Source: an optimization exercise on an open RTL-to-GDS flow (aim: small area and a short achievable clock period). Production flows keep margins and buffers that such runs may drop. The RTL was checked by simulation tests, not by an equivalence proof against the original design. Power is estimated from default activity; no workload was simulated.

==> v13 <==
==> flow/design.v <==
module just_add (a, b, sum);
    input  [16:0] a;
    input  [7:0]  b;
    output [16:0] sum;
    wire       sa = a[16];
    wire       sw = b[7];
    wire [6:0] m  = b[6:0];
    wire [6:0] al = a[6:0];
    wire [8:0] hi = a[15:7];
    wire [7:0] lo_sum  = {1'b0, al} + {1'b0, m};
    wire [7:0] lo_dif  = {1'b0, al} - {1'b0, m};
    wire [6:0] lo_ndif = m - al;
    wire [8:0] hi_inc  = hi + 9'd1;
    wire [8:0] hi_dec  = hi - 9'd1;
    wire       hi_zero = (hi == 9'd0);
    wire       lo_eq   = (al == m);
    wire same = (sa == sw);
    wire brw  = lo_dif[7];
    reg [16:0] r;
    always @(*) begin
        if (same)
            r = {sa, (lo_sum[7] ? hi_inc : hi), lo_sum[6:0]};
        else if (!hi_zero)
            r = {sa, (brw ? hi_dec : hi), lo_dif[6:0]};
        else if (brw)
            r = {sw, 9'd0, lo_ndif};
        else if (lo_eq)
            r = 17'd0;
        else
            r = {sa, 9'd0, lo_dif[6:0]};
    end
    assign sum = r;
endmodule
module compute_in_memory(clk, reset, ld_en, ld_weight, eff_tag, aff_tag, read_en, swap, fifo_empty, busy, req_deq, fired_tag, i_tag, i_out, state_out);
    input clk, reset, swap, fifo_empty, read_en, ld_en;
    input [3:0] fired_tag, i_tag, eff_tag, aff_tag;
    input [7:0] ld_weight;
    output req_deq, busy;
    output [1:0] state_out;
    output [16:0] i_out;
    localparam WAIT_TAG = 2'b00, FETCH_WEIGHT = 2'b01, COMPUTE_I_NEXT = 2'b11, SWAP = 2'b10;
    reg [1:0]  st;
    reg [15:0] tag_oh;       
    reg [15:0] rd_oh;        
    reg [16:0] i_out_reg;
    reg [16:0] i_next [0:15];
    reg [16:0] i      [0:15];
    reg [7:0]  w      [0:255];
    assign state_out = st;
    assign req_deq   = (st == FETCH_WEIGHT);
    assign busy      = (st != WAIT_TAG);
    assign i_out     = i_out_reg;
    wire go      = !reset && !ld_en;
    wire do_fetch = go && (st == FETCH_WEIGHT);
    wire do_swap  = go && (st == SWAP);
    wire ld_tag  = go && !fifo_empty && (st == WAIT_TAG || st == COMPUTE_I_NEXT);
    always @(posedge clk) begin
        if (reset)
            st <= WAIT_TAG;
        else if (!ld_en) begin
            case (st)
                WAIT_TAG:       st <= !fifo_empty ? FETCH_WEIGHT : (swap ? SWAP : WAIT_TAG);
                FETCH_WEIGHT:   st <= COMPUTE_I_NEXT;
                COMPUTE_I_NEXT: st <= !fifo_empty ? FETCH_WEIGHT : WAIT_TAG;
                SWAP:           st <= WAIT_TAG;
            endcase
        end
    end
    integer t;
    always @(posedge clk) begin
        if (ld_tag)
            for (t = 0; t < 16; t = t + 1)
                tag_oh[t] <= (fired_tag == t);
    end
    wire [7:0] wdata = ld_weight & {8{!reset}};
    genvar r, c;
    generate
        for (r = 0; r < 16; r = r + 1) begin : wrow
            wire row_we = ld_en && (eff_tag == r);
            for (c = 0; c < 16; c = c + 1) begin : wcol
                wire we = reset || (row_we && (aff_tag == c));
                always @(posedge clk)
                    if (we) w[16*r+c] <= wdata;
            end
        end
    endgenerate
    generate
        for (c = 0; c < 16; c = c + 1) begin : col
            reg [7:0] rowv;
            integer k;
            always @(*) begin
                rowv = 8'd0;
                for (k = 0; k < 16; k = k + 1)
                    rowv = rowv | (w[16*k+c] & {8{tag_oh[k]}});
            end
            wire [16:0] acc;
            just_add u_add (.a(i_next[c]), .b(rowv), .sum(acc));
            always @(posedge clk) begin
                if (reset) begin
                    i_next[c] <= 17'd0;
                    i[c]      <= 17'd0;
                end else if (do_fetch) begin
                    i_next[c] <= acc;
                end else if (do_swap) begin
                    i_next[c] <= {i_next[c][16], 1'b0, i_next[c][15:1]};
                    i[c]      <= i_next[c];
                end
            end
        end
    endgenerate
    reg [16:0] iv;
    integer q;
    always @(*) begin
        iv = 17'd0;
        for (q = 0; q < 16; q = q + 1)
            iv = iv | (i[q] & {17{rd_oh[q]}});
    end
    always @(posedge clk) begin
        if (reset) begin
            rd_oh     <= 16'd1;
            i_out_reg <= i[0];
        end else begin
            if (read_en)
                for (q = 0; q < 16; q = q + 1)
                    rd_oh[q] <= (i_tag == q);
            i_out_reg <= iv;
        end
    end
endmodule
==> flow/run.sh <==
#!/bin/bash
# synth_recipe.tcl (not shown) runs the flow's synth.tcl, then flattens the netlist and writes it again
# the make line also repeats each setting of config.mk as NAME=value (left out here)
make -C /OpenROAD-flow-scripts/flow DESIGN_CONFIG=/design/flow/config.mk WORK_HOME=/design/flow/orfs CLKGATE_MAP_FILE= SYNTH_SCRIPT=/design/flow/synth_recipe.tcl finish
==> flow/config.mk <==
export PLATFORM = sky130hd
export DESIGN_NAME = compute_in_memory
export DESIGN_NICKNAME = compute_in_memory
export VERILOG_FILES = /design/flow/design.v
export SDC_FILE = /design/flow/constraint.sdc
export NUM_CORES = 4
export LEC_CHECK = 0
export CAP_MARGIN = 20
export CORE_MARGIN = 2
export CORE_UTILIZATION = 40
export SLEW_MARGIN = 20
==> flow/constraint.sdc <==
create_clock -name core_clock -period 7.0 [get_ports {clk}]
set_input_delay 1.4000 -clock core_clock [delete_from_list [all_inputs] [get_ports {clk}]]
set_output_delay 1.4000 -clock core_clock [all_outputs]
set_load 0.01 [all_outputs]
==> v7: changes against v13 <==
==> flow/design.v, changed modules only <==
module just_add (a, b, sum);
    input  [16:0] a;
    input  [7:0]  b;
    output [16:0] sum;
    wire       sa  = a[16];
    wire       sw  = b[7];
    wire       sub = sa ^ sw;
    wire [6:0] m   = b[6:0];
    wire [8:0] hi  = a[15:7];
    wire [6:0] x   = a[6:0] ^ {7{sub}};
    wire [6:0] g = x & m;
    wire [6:0] p = x ^ m;
    reg [6:0] G, P;
    reg       term;
    integer i, j, k;
    always @(*) begin
        for (i = 0; i < 7; i = i + 1) begin
            G[i] = 1'b0;
            P[i] = 1'b1;
            for (k = 0; k <= i; k = k + 1)
                P[i] = P[i] & p[k];
            for (j = 0; j <= i; j = j + 1) begin
                term = g[j];
                for (k = j + 1; k <= i; k = k + 1)
                    term = term & p[k];
                G[i] = G[i] | term;
            end
        end
    end
    wire [6:0] s0 = p ^ {G[5:0], 1'b0};
    wire [6:0] s1 = p ^ {G[5:0] | P[5:0], 1'b1};
    wire       co = G[6];
    wire [8:0] hi_inc = hi + 9'd1;
    wire [8:0] hi_dec = hi - 9'd1;
    wire       hz     = ~|hi;
    wire ltm = sub & hz & co;            
    wire eq  = sub & hz & P[6];          
    wire inc = ~sub & co;
    wire dec = sub & co & ~hz;
    wire [6:0] lo = ~sub ? s0 : (hz & co ? s1 : ~s0);
    wire [8:0] hn = inc ? hi_inc : (dec ? hi_dec : hi);
    wire       s  = ltm ? sw : (sa & ~eq);
    assign sum = {s, hn, lo};
endmodule
module compute_in_memory(clk, reset, ld_en, ld_weight, eff_tag, aff_tag, read_en, swap, fifo_empty, busy, req_deq, fired_tag, i_tag, i_out, state_out);
    input clk, reset, swap, fifo_empty, read_en, ld_en;
    input [3:0] fired_tag, i_tag, eff_tag, aff_tag;
    input [7:0] ld_weight;
    output req_deq, busy;
    output [1:0] state_out;
    output [16:0] i_out;
    localparam WAIT_TAG = 2'b00, FETCH_WEIGHT = 2'b01, COMPUTE_I_NEXT = 2'b11, SWAP = 2'b10;
    reg [1:0]  st;
    reg        acc_e;        
    reg        acc_o;        
    reg [15:0] sel_e;        
    reg [15:0] sel_o;        
    reg        busy_r, req_r;
    reg [15:0] rd_oh;        
    reg [16:0] i_out_reg;
    reg [16:0] i_next [0:15];
    reg [16:0] i      [0:15];
    reg [7:0]  w      [0:255];
    assign state_out = st;
    assign req_deq   = req_r;
    assign busy      = busy_r;
    assign i_out     = i_out_reg;
    wire go       = !reset && !ld_en;
    wire do_even  = go && (st == FETCH_WEIGHT);
    wire do_swap  = go && (st == SWAP);
    wire ld_tag   = go && !fifo_empty && (st == WAIT_TAG || st == COMPUTE_I_NEXT);
    reg [1:0] st_nx;
    always @(*) begin
        st_nx = st;
        if (reset)
            st_nx = WAIT_TAG;
        else if (!ld_en) begin
            case (st)
                WAIT_TAG:       st_nx = !fifo_empty ? FETCH_WEIGHT : (swap ? SWAP : WAIT_TAG);
                FETCH_WEIGHT:   st_nx = COMPUTE_I_NEXT;
                COMPUTE_I_NEXT: st_nx = !fifo_empty ? FETCH_WEIGHT : WAIT_TAG;
                SWAP:           st_nx = WAIT_TAG;
            endcase
        end
    end
    always @(posedge clk) begin
        st     <= st_nx;
        busy_r <= (st_nx != WAIT_TAG);
        req_r  <= (st_nx == FETCH_WEIGHT);
    end
    always @(posedge clk) begin
        acc_e  <= do_even;
        acc_o  <= !reset && acc_e;
    end
    integer t;
    always @(posedge clk) begin
        if (ld_tag) begin
            for (t = 0; t < 16; t = t + 1)
                sel_e[t] <= (fired_tag == t);
        end else if (do_even)
            sel_e <= 16'd0;
        sel_o <= do_even ? sel_e : 16'd0;
    end
    wire [7:0] wdata = ld_weight & {8{!reset}};
    genvar r, c;
    generate
        for (r = 0; r < 16; r = r + 1) begin : wrow
            wire row_we = ld_en && (eff_tag == r);
            for (c = 0; c < 16; c = c + 1) begin : wcol
                wire we = reset || (row_we && (aff_tag == c));
                always @(posedge clk)
                    if (we) w[16*r+c] <= wdata;
            end
        end
    endgenerate
        generate
        for (c = 0; c < 8; c = c + 1) begin : col
            reg [7:0] rowv;
            reg [7:0] row_h;
            integer k;
            always @(*) begin
                rowv = 8'd0;
                for (k = 0; k < 16; k = k + 1)
                    rowv = rowv | (w[16*k+2*c] & {8{sel_e[k]}}) | (w[16*k+2*c+1] & {8{sel_o[k]}});
            end
            always @(posedge clk)
                row_h <= rowv;
            wire [16:0] opnd = acc_o ? i_next[2*c+1] : i_next[2*c];
            wire [16:0] acc;
            just_add u_add (.a(opnd), .b(row_h), .sum(acc));
            always @(posedge clk) begin
                if (reset) begin
                    i_next[2*c]   <= 17'd0;
                    i_next[2*c+1] <= 17'd0;
                    i[2*c]        <= 17'd0;
                    i[2*c+1]      <= 17'd0;
                end else begin
                    if (acc_e)
                        i_next[2*c] <= acc;
                    else if (do_swap)
                        i_next[2*c] <= {i_next[2*c][16], 1'b0, i_next[2*c][15:1]};
                    if (acc_o)
                        i_next[2*c+1] <= acc;
                    else if (do_swap)
                        i_next[2*c+1] <= {i_next[2*c+1][16], 1'b0, i_next[2*c+1][15:1]};
                    if (do_swap) begin
                        i[2*c]   <= i_next[2*c];
                        i[2*c+1] <= i_next[2*c+1];
                    end
                end
            end
        end
    endgenerate
    reg [16:0] iv;
    integer q;
    always @(*) begin
        iv = 17'd0;
        for (q = 0; q < 16; q = q + 1)
            iv = iv | (i[q] & {17{rd_oh[q]}});
    end
    always @(posedge clk) begin
        if (reset) begin
            rd_oh     <= 16'd1;
            i_out_reg <= i[0];
        end else begin
            if (read_en)
                for (q = 0; q < 16; q = q + 1)
                    rd_oh[q] <= (i_tag == q);
            i_out_reg <= iv;
        end
    end
endmodule
--- a/flow/config.mk
+++ b/flow/config.mk
@@ -8,4 +8,6 @@
 export CAP_MARGIN = 20
 export CORE_MARGIN = 2
 export CORE_UTILIZATION = 40
+export SETUP_SLACK_MARGIN = 4.2
 export SLEW_MARGIN = 20
+export TNS_END_PERCENT = 20
==> qor summary <==
|  | v13 | v7 |
|---|---|---|
| Tot GR Track Use | 25.2% | 26.8% |
| Share of power burned in the clock network | 40.3% | 39.2% |
| Vias in the first global route | 82500 | 75600 |
| Outcome | timing/DRC/antenna clean | timing/DRC/antenna clean |
| Critical path launch point | tag_oh[11]$_DFFE_PP_ | acc_o$_DFF_P_ |
| Floorplan row count | 200 | 192 |
| Post-Place Cell Area | 124000 sq um | 115000 sq um |
| Drt wl/cell | 27.6 um | 30.8 um |
| Flops & latches, synth | 2643 | 2727 |
| Post-CTS resize count | 0 | 629 |
| Total Power Consumption | 36.4 mW | 39.1 mW |
| Sequential cell area | 73600 sq um | 75300 sq um |
| Metal3 WL | 37800 um | 41200 um |
| Post-synthesis net count | 10600 | 8687 |
| Critical path fanouts, max | 35 | 6 |
| Met3 routing resource usage after global routing | 4.63% | 4.48% |
| Detailed-routed wire length on met2 | 177000 um | 181000 um |

==> what the ideal ports hide <==
Ports are ideal in the flow. The routed layouts listed here were re-timed in OpenROAD. Step 1 assumes that a clkbuf_16 drives the clock port and a buf_2 every other input. Step 2 also shifts input and output timing later by t, the mid clock arrival at the registers, as if the neighbouring blocks saw the same clock. Slacks: ideal / step 1 / step 2; pairs: ideal / step 1.
run | t (ns) | setup WS [ns] | hold slack, ns | clock arrival spread, ns | worst slew at a driven data input, ns
v13 | 0.949 | 1.732 / 1.732 / 1.392 | 0.454 / 0.454 / 0.454 | 0.074 / 0.073 | 0.23
v7 | 0.958 | 3.362 / 3.362 / 2.836 | 0.450 / 0.450 / 0.450 | 0.113 / 0.112 | 0.34
After both steps setup and hold are still met in every run listed. The setup slack of v7, which loses most, moves by 0.000 ns with the drivers and by -0.526 ns with both steps.
